Background: an optimization exercise with open tools, aiming at small area and a short achievable clock period. Do not read the settings as production practice.
Only simulation tests tie the RTL to the original design; equivalence was not proved.
Power figures rest on the tool's default switching activity, not on a simulated workload.

## mult_top
module mult_top(
    input clk,
    input  [15:0] x,
    input  [15:0] y,
    output [31:0] p_out
    );
    localparam M = 14;
    wire [36:0] cs;
    wire [12:0] oa;
    wire [11:0] pl;
    lobo_pre pre(.x(x), .y(y), .cs(cs), .oa(oa), .pl(pl));
    reg [36:0] C_vec;    
    reg [12:0] A_vec;    
    reg [11:0] L_vec;    
    always @(posedge clk)
    begin
        C_vec <= cs;
        A_vec <= oa;
        L_vec <= pl;
    end
    wire [M:0] lo;
    wire [19-M:0] hi;
    lobo_sum sum(.cs(C_vec), .oa(A_vec), .lo(lo), .hi(hi));
    reg [11+M:0] P_vec;   
    reg          K_vec;   
    reg [19-M:0] H_vec;   
    always @(posedge clk)
    begin
        P_vec <= {lo[M-1:0], L_vec};
        K_vec <= lo[M];
        H_vec <= hi;
    end
    assign p_out[11+M:0] = P_vec;
    lobo_inc inc(.hi(H_vec), .c(K_vec), .p(p_out[31:12+M]));
endmodule
export LEC_CHECK = 0
export ABC_AREA = 1
export CAP_MARGIN = 20
export CORE_MARGIN = 2
export CORE_UTILIZATION = 40
export SETUP_SLACK_MARGIN = 2.7
export SLEW_MARGIN = 20
create_clock -name core_clock -period 5.2 [get_ports {clk}]
run.sh (not shown) runs the stock make flow with config.mk's settings and CLKGATE_MAP_FILE= SYNTH_SCRIPT=/design/flow/synth_recipe.tcl, a recipe that flattens the netlist after the stock synthesis.
The baseline completed with no timing, DRC or antenna violations.
Rerun with:
==> flow/flow/run.sh (new file) <==
#!/bin/bash
# Standard layout, with the smallest buffer (buf_1) on every input and output
# port, and a clock tree of clkbuf_8 without dummy loads.
set -euo pipefail
export BUFFER_PORTS_ARGS="-buffer_cell sky130_fd_sc_hd__buf_1"
export CTS_ARGS="-sink_clustering_enable -repair_clock_nets -dont_use_dummy_load -buf_list sky130_fd_sc_hd__clkbuf_8"
bash standard.sh > standard.log 2>&1
==> flow/standard.sh (new file) <==
#!/bin/bash
# synth_recipe.tcl (not shown) runs the flow's synth.tcl, then flattens the netlist and writes it again
# the make line also repeats each setting of config.mk as NAME=value (left out here)
make -C /OpenROAD-flow-scripts/flow DESIGN_CONFIG=/design/flow/config.mk WORK_HOME=/design/flow/orfs CLKGATE_MAP_FILE= SYNTH_SCRIPT=/design/flow/synth_recipe.tcl "${@:-finish}"
--- a/flow/config.mk
+++ b/flow/config.mk
@@ -11,3 +11,3 @@
 export CORE_UTILIZATION = 40
-export SETUP_SLACK_MARGIN = 2.7
+export SETUP_SLACK_MARGIN = 2.65
 export SLEW_MARGIN = 20
removed: flow/run.sh
Design area went down by about a fifth.
Core utilization went down by 7.8 points.
Synthesized cell count is unchanged.
Worst setup slack got worse by 0.061 ns.
Power went down by roughly a tenth.
Via count went up slightly.
Area after synthesis is unchanged.
Register-to-register slack improved by 0.03 ns.
Rerun with:
--- a/flow/config.mk
+++ b/flow/config.mk
@@ -11,3 +11,4 @@
 export CORE_UTILIZATION = 40
-export SETUP_SLACK_MARGIN = 2.65
+export PLACE_DENSITY = 0.75
+export SETUP_SLACK_MARGIN = 2.7
 export SLEW_MARGIN = 20
=> Worst hold slack is about the same. Setup slack is better by 0.12 ns. Power barely changes. Area after synthesis does not change. Non-clock buffer count falls by 3. Die area does not change. Via count falls by a few percent. Wire length falls by roughly a tenth. Critical path depth stays the same. Sequential power barely changes.
Rerun with:
--- a/flow/config.mk
+++ b/flow/config.mk
@@ -10,4 +10,3 @@
 export CORE_MARGIN = 2
-export CORE_UTILIZATION = 40
-export PLACE_DENSITY = 0.75
+export CORE_UTILIZATION = 55
 export SETUP_SLACK_MARGIN = 2.7
=>
- via count came out higher slightly
- register-to-register slack is worse by 0.02 ns
- non-clock buffer count came out higher by 3
- sequential share of layout area hardly moves
- count of clock-buffer cells in the layout is unchanged
- utilization came out higher by 18 points
- total power stays flat
- cell area stays flat
- routed wire length stays flat
- clock skew came out lower by 0.010 ns

---

== job 101 ==
Another version of the RTL of mult_top (not shown whole).
Size in the first run: about 660 cells after synthesis, roughly 65 I/O pins, roughly 5100 µm² of cells after synthesis.
Settings: LEC_CHECK=0, ABC_AREA=1, CAP_MARGIN=20, CORE_MARGIN=2, CORE_UTILIZATION=40, SETUP_SLACK_MARGIN=1.5, SLEW_MARGIN=20; clock period 5.2 ns.
standard.sh (not shown) runs the stock make flow with config.mk's settings and CLKGATE_MAP_FILE= SYNTH_SCRIPT=/design/flow/synth_recipe.tcl, a recipe that flattens the netlist after the stock synthesis.
==> flow/flow/run.sh <==
#!/bin/bash
# Standard layout, with the smallest buffer (buf_1) on every input and output port.
set -euo pipefail
export BUFFER_PORTS_ARGS="-buffer_cell sky130_fd_sc_hd__buf_1"
bash standard.sh > standard.log 2>&1
The flow did not stop early for job 101: all stages ran, and the layout cleared the timing, design-rule and antenna checks.
--- input diff job 101..job 102 ---
Settings: SETUP_SLACK_MARGIN: 1.5 -> 2.0.
==> flow/flow/run.sh <==
#!/bin/bash
# Standard layout, with the smallest buffer (buf_1) on every input and output
# port, and a clock tree of clkbuf_8 without dummy loads.
set -euo pipefail
export BUFFER_PORTS_ARGS="-buffer_cell sky130_fd_sc_hd__buf_1"
export CTS_ARGS="-sink_clustering_enable -repair_clock_nets -dont_use_dummy_load -buf_list sky130_fd_sc_hd__clkbuf_8"
bash standard.sh > standard.log 2>&1
Notes after the runs:
Re die outline width: no difference whatsoever between job 102 and job 101.
From job 101 to job 102 the numbers moved as follows: wire length of the first global-routing pass has remained practically unchanged; total number of vias has increased; count of clock-buffer cells in the layout has decreased; maximum vdd ir drop has decreased; share of the core filled with cells in the final layout has increased.

---

## build 46
mult_top with an RTL version that a note above also has.
For scale: ~650 cells after synthesis, ~95 flip-flops, ~65 I/O pins, ~5400 sq um of cells after synthesis.
## mult_top
module mult_top(
    input clk,
    input  [15:0] x,
    input  [15:0] y,
    output [31:0] p_out
    );
==> flow/config.mk <==
export PLATFORM = sky130hd
export DESIGN_NAME = mult_top
export DESIGN_NICKNAME = mult_top
export VERILOG_FILES = /design/flow/design.v
export SDC_FILE = /design/flow/constraint.sdc
export NUM_CORES = 4
export LEC_CHECK = 0
export ABC_AREA = 1
export CAP_MARGIN = 20
export CORE_MARGIN = 2
export CORE_UTILIZATION = 40
export SETUP_SLACK_MARGIN = 2.8
export SLEW_MARGIN = 20
==> flow/constraint.sdc <==
create_clock -name core_clock -period 5.2 [get_ports {clk}]
set_input_delay 1.0400 -clock core_clock [delete_from_list [all_inputs] [get_ports {clk}]]
set_output_delay 1.0400 -clock core_clock [all_outputs]
set_load 0.01 [all_outputs]
==> flow/flow/run.sh <==
#!/bin/bash
# Standard layout, with the smallest buffer (buf_1) on every input and output
# port, and a clock tree of clkbuf_8 without dummy loads.
set -euo pipefail
export BUFFER_PORTS_ARGS="-buffer_cell sky130_fd_sc_hd__buf_1"
export CTS_ARGS="-sink_clustering_enable -repair_clock_nets -dont_use_dummy_load -buf_list sky130_fd_sc_hd__clkbuf_8"
bash standard.sh > standard.log 2>&1
Build 46 completed every stage of the flow, and the final layout passed the timing, design-rule and antenna checks.
For build 39, these inputs were changed with respect to build 46:
- SETUP_SLACK_MARGIN changed from 2.8 to 2.7
## What came out
- Row clock power: build 39 lower / build 46 higher
- Comparing build 46 against build 39, there is no change at all in clock buffer count in the final layout.
- Worst-skew pair later-pin latency: build 46 vs build 39, no meaningful difference
- Diff build 39 and build 46: proportion of power drawn by flip-flops and latches higher in build 39
For build 75, these inputs were changed with respect to build 39:
- PLACE_DENSITY: unset -> 0.45
==> notes.md <==
Diff build 75..build 39 | cell count | negligible
Build 75 against build 39: maximum vdd ir drop lower, total of plain and repair buffers excluding clock buffers decreased by 2 relative to the old numbers, sequential portion of the cell area -0.23 points, required time reported for the critical path endpoint grew by 1.25 ns, leakage power of the design has remained practically unchanged.
Relative to build 39, the growth of design area from synthesis to finish of build 75 is higher by 0.87 points.
In the metrics for build 39 and build 75, the one carrying the lower sequential share of power is build 75.
Run comparison: build 75 classification of the worst setup path in2reg; build 39 classification of the worst setup path reg2out
Build 75 supports a lower top clock frequency than build 39.
Looking at slowest cell on the critical path, the fa_1 result is from build 75; the dfxtp_2 one comes from build 39.
Between build 39 and build 75, the clock power is lower for build 39.
Compared with build 39, build 75 shows a lower final worst-path setup slack.
The inputs of build 26 differ from those of build 75 as listed below.
- PLACE_DENSITY: 0.45 -> unset
==> flow/flow/run.sh <==
#!/bin/bash
# Standard layout, with the smallest buffer (buf_1) on every input and output
# port, and a clock tree of clkbuf_8 without dummy loads.
set -euo pipefail
export BUFFER_PORTS_ARGS="-buffer_cell sky130_fd_sc_hd__buf_1"
export CTS_ARGS="-sink_clustering_enable -repair_clock_nets -dont_use_dummy_load -buf_list {sky130_fd_sc_hd__clkbuf_4 sky130_fd_sc_hd__clkbuf_8}"
bash standard.sh > standard.log 2>&1
- On build 26: worst setup slack after placement is 0.083 ns higher than what build 75 gave.
- Re final-layout non-clock buffer area share: build 75 and build 26 aren't equal, and the higher value belongs to build 26.
- Summary of build 26 over build 75: post-layout instance area now sits lower, total power now sits lower, areal power density over the cells now sits lower, aggregate global-route resource usage now sits lower.
The following lists how build 32 was set up differently from build 26:
- SETUP_SLACK_MARGIN now 2.5, was 2.7
==> flow/flow/run.sh <==
#!/bin/bash
# Standard layout, with the smallest buffer (buf_1) on every input and output
# port, and a clock tree of clkbuf_8 without dummy loads.
set -euo pipefail
export BUFFER_PORTS_ARGS="-buffer_cell sky130_fd_sc_hd__buf_1"
export CTS_ARGS="-sink_clustering_enable -repair_clock_nets -dont_use_dummy_load -buf_list sky130_fd_sc_hd__clkbuf_8"
bash standard.sh > standard.log 2>&1
Results
Comparing utilization for build 32 and build 26, the smaller number came from build 32. Diff build 32 and build 26: data required time of the critical path lower in build 26. The average detailed-routed wire length per instance of build 32 falls short of that of build 26 by about 2%.

---

mult_top, a different RTL version from the one above (not shown whole).
Size: about 700 cells after synthesis, roughly 5700 um^2 of cells after synthesis.
Settings: LEC_CHECK=0, ABC_AREA=1, CAP_MARGIN=20, CORE_MARGIN=2, CORE_UTILIZATION=40, SETUP_SLACK_MARGIN=2.9, SLEW_MARGIN=20; clock period 5.2 ns.
==> flow/flow/run.sh <==
#!/bin/bash
# Standard layout, with the smallest buffer (buf_1) on every input and output
# port, and a clock tree of clkbuf_8 without dummy loads.
set -euo pipefail
export BUFFER_PORTS_ARGS="-buffer_cell sky130_fd_sc_hd__buf_1"
export CTS_ARGS="-sink_clustering_enable -repair_clock_nets -dont_use_dummy_load -buf_list sky130_fd_sc_hd__clkbuf_8"
bash standard.sh > standard.log 2>&1
The starting point completed without violations.
Edit:
- SETUP_SLACK_MARGIN: 2.9 -> 2.7
Outcome: The changed run completed without violations. Synthesized area stays the same. Design area falls by 8.1%. Power fell by 2.8%. First-iteration DRC count goes up by 11%. Register-to-register slack degrades by 240 ps. Worst hold slack barely changes. Wire length went down by 7.0%. Clock skew is higher by 7.5 ps.

---

Another version of the RTL of mult_top (not shown whole).
Size: about 72 flip-flops, roughly 5000 µm² of cells after synthesis.
## mult_top
module mult_top(
    input clk,
    input  [15:0] x,
    input  [15:0] y,
    output reg [31:0] p_out
    );
clock: 5.2 ns
lec_check: 0
abc_area: 1
cap_margin: 20
core_margin: 2
core_utilization: 40
slew_margin: 20
run.sh (not shown) runs the stock make flow with config.mk's settings and CLKGATE_MAP_FILE= SYNTH_SCRIPT=/design/flow/synth_recipe.tcl, a recipe that flattens the netlist after the stock synthesis.
Stock flow here: none of the scripts above is used.
==> next run, changes <==
--- a/flow/config.mk
+++ b/flow/config.mk
@@ -11,2 +11,3 @@
 export CORE_UTILIZATION = 40
+export SETUP_SLACK_MARGIN = 1.5
 export SLEW_MARGIN = 20
Outcome:
- combinational power went up by a few percent
- clock skew stays flat
- global-route usage increases by 0.14 points
- synthesized cell count does not change
- cell area came out higher by a few percent
- die area does not change

-- what the ideal ports hide --
Ports are ideal in the flow. The routed layouts listed here were re-timed in OpenROAD.
Step 1 assumes that a clkbuf_16 drives the clock port and a buf_2 every other input.
Step 2, shift: input delay + t, output delay - t, t = (earliest + latest rising clock arrival at the registers) / 2. This alone moves slack from input paths to output paths.
a / b / c = no drivers / after step 1 / after step 2; a / b = the first two.
run | t (ns) | slack for setup (ns) | worst slew at a driven data input, ns
the first run of note 1 | 0.379 | 2.713 / 2.705 / 2.326 | 0.06
the second run of note 1 | 0.395 | 2.652 / 2.665 / 2.270 | 0.05
the third run of note 1 | 0.380 | 2.773 / 2.766 / 2.394 | 0.05
the fourth run of note 1 | 0.380 | 2.745 / 2.726 / 2.351 | 0.05
job 101 | 0.373 | 1.819 / 1.819 / 1.819 | 0.03
job 102 | 0.377 | 2.161 / 2.161 / 2.161 | 0.03
build 46 | 0.407 | 2.760 / 2.724 / 2.377 | 0.09
build 39 | 0.404 | 2.768 / 2.735 / 2.368 | 0.05
build 75 | 0.409 | 2.741 / 2.729 / 2.349 | 0.05
build 26 | 0.404 | 2.768 / 2.735 / 2.368 | 0.05
build 32 | 0.393 | 2.613 / 2.620 / 2.233 | 0.05
the first run of note 4 | 0.404 | 2.800 / 2.793 / 2.388 | 0.05
the second run of note 4 | 0.391 | 2.690 / 2.704 / 2.313 | 0.05
the first run of note 5 | 0.378 | 1.166 / 1.166 / 1.166 | 0.04
the second run of note 5 | 0.377 | 1.692 / 1.692 / 1.692 | 0.04
After both steps every run listed still meets setup and hold. The setup slack of the first run of note 4, which loses most, moves by -0.007 ns with the drivers and by -0.412 ns with both steps.
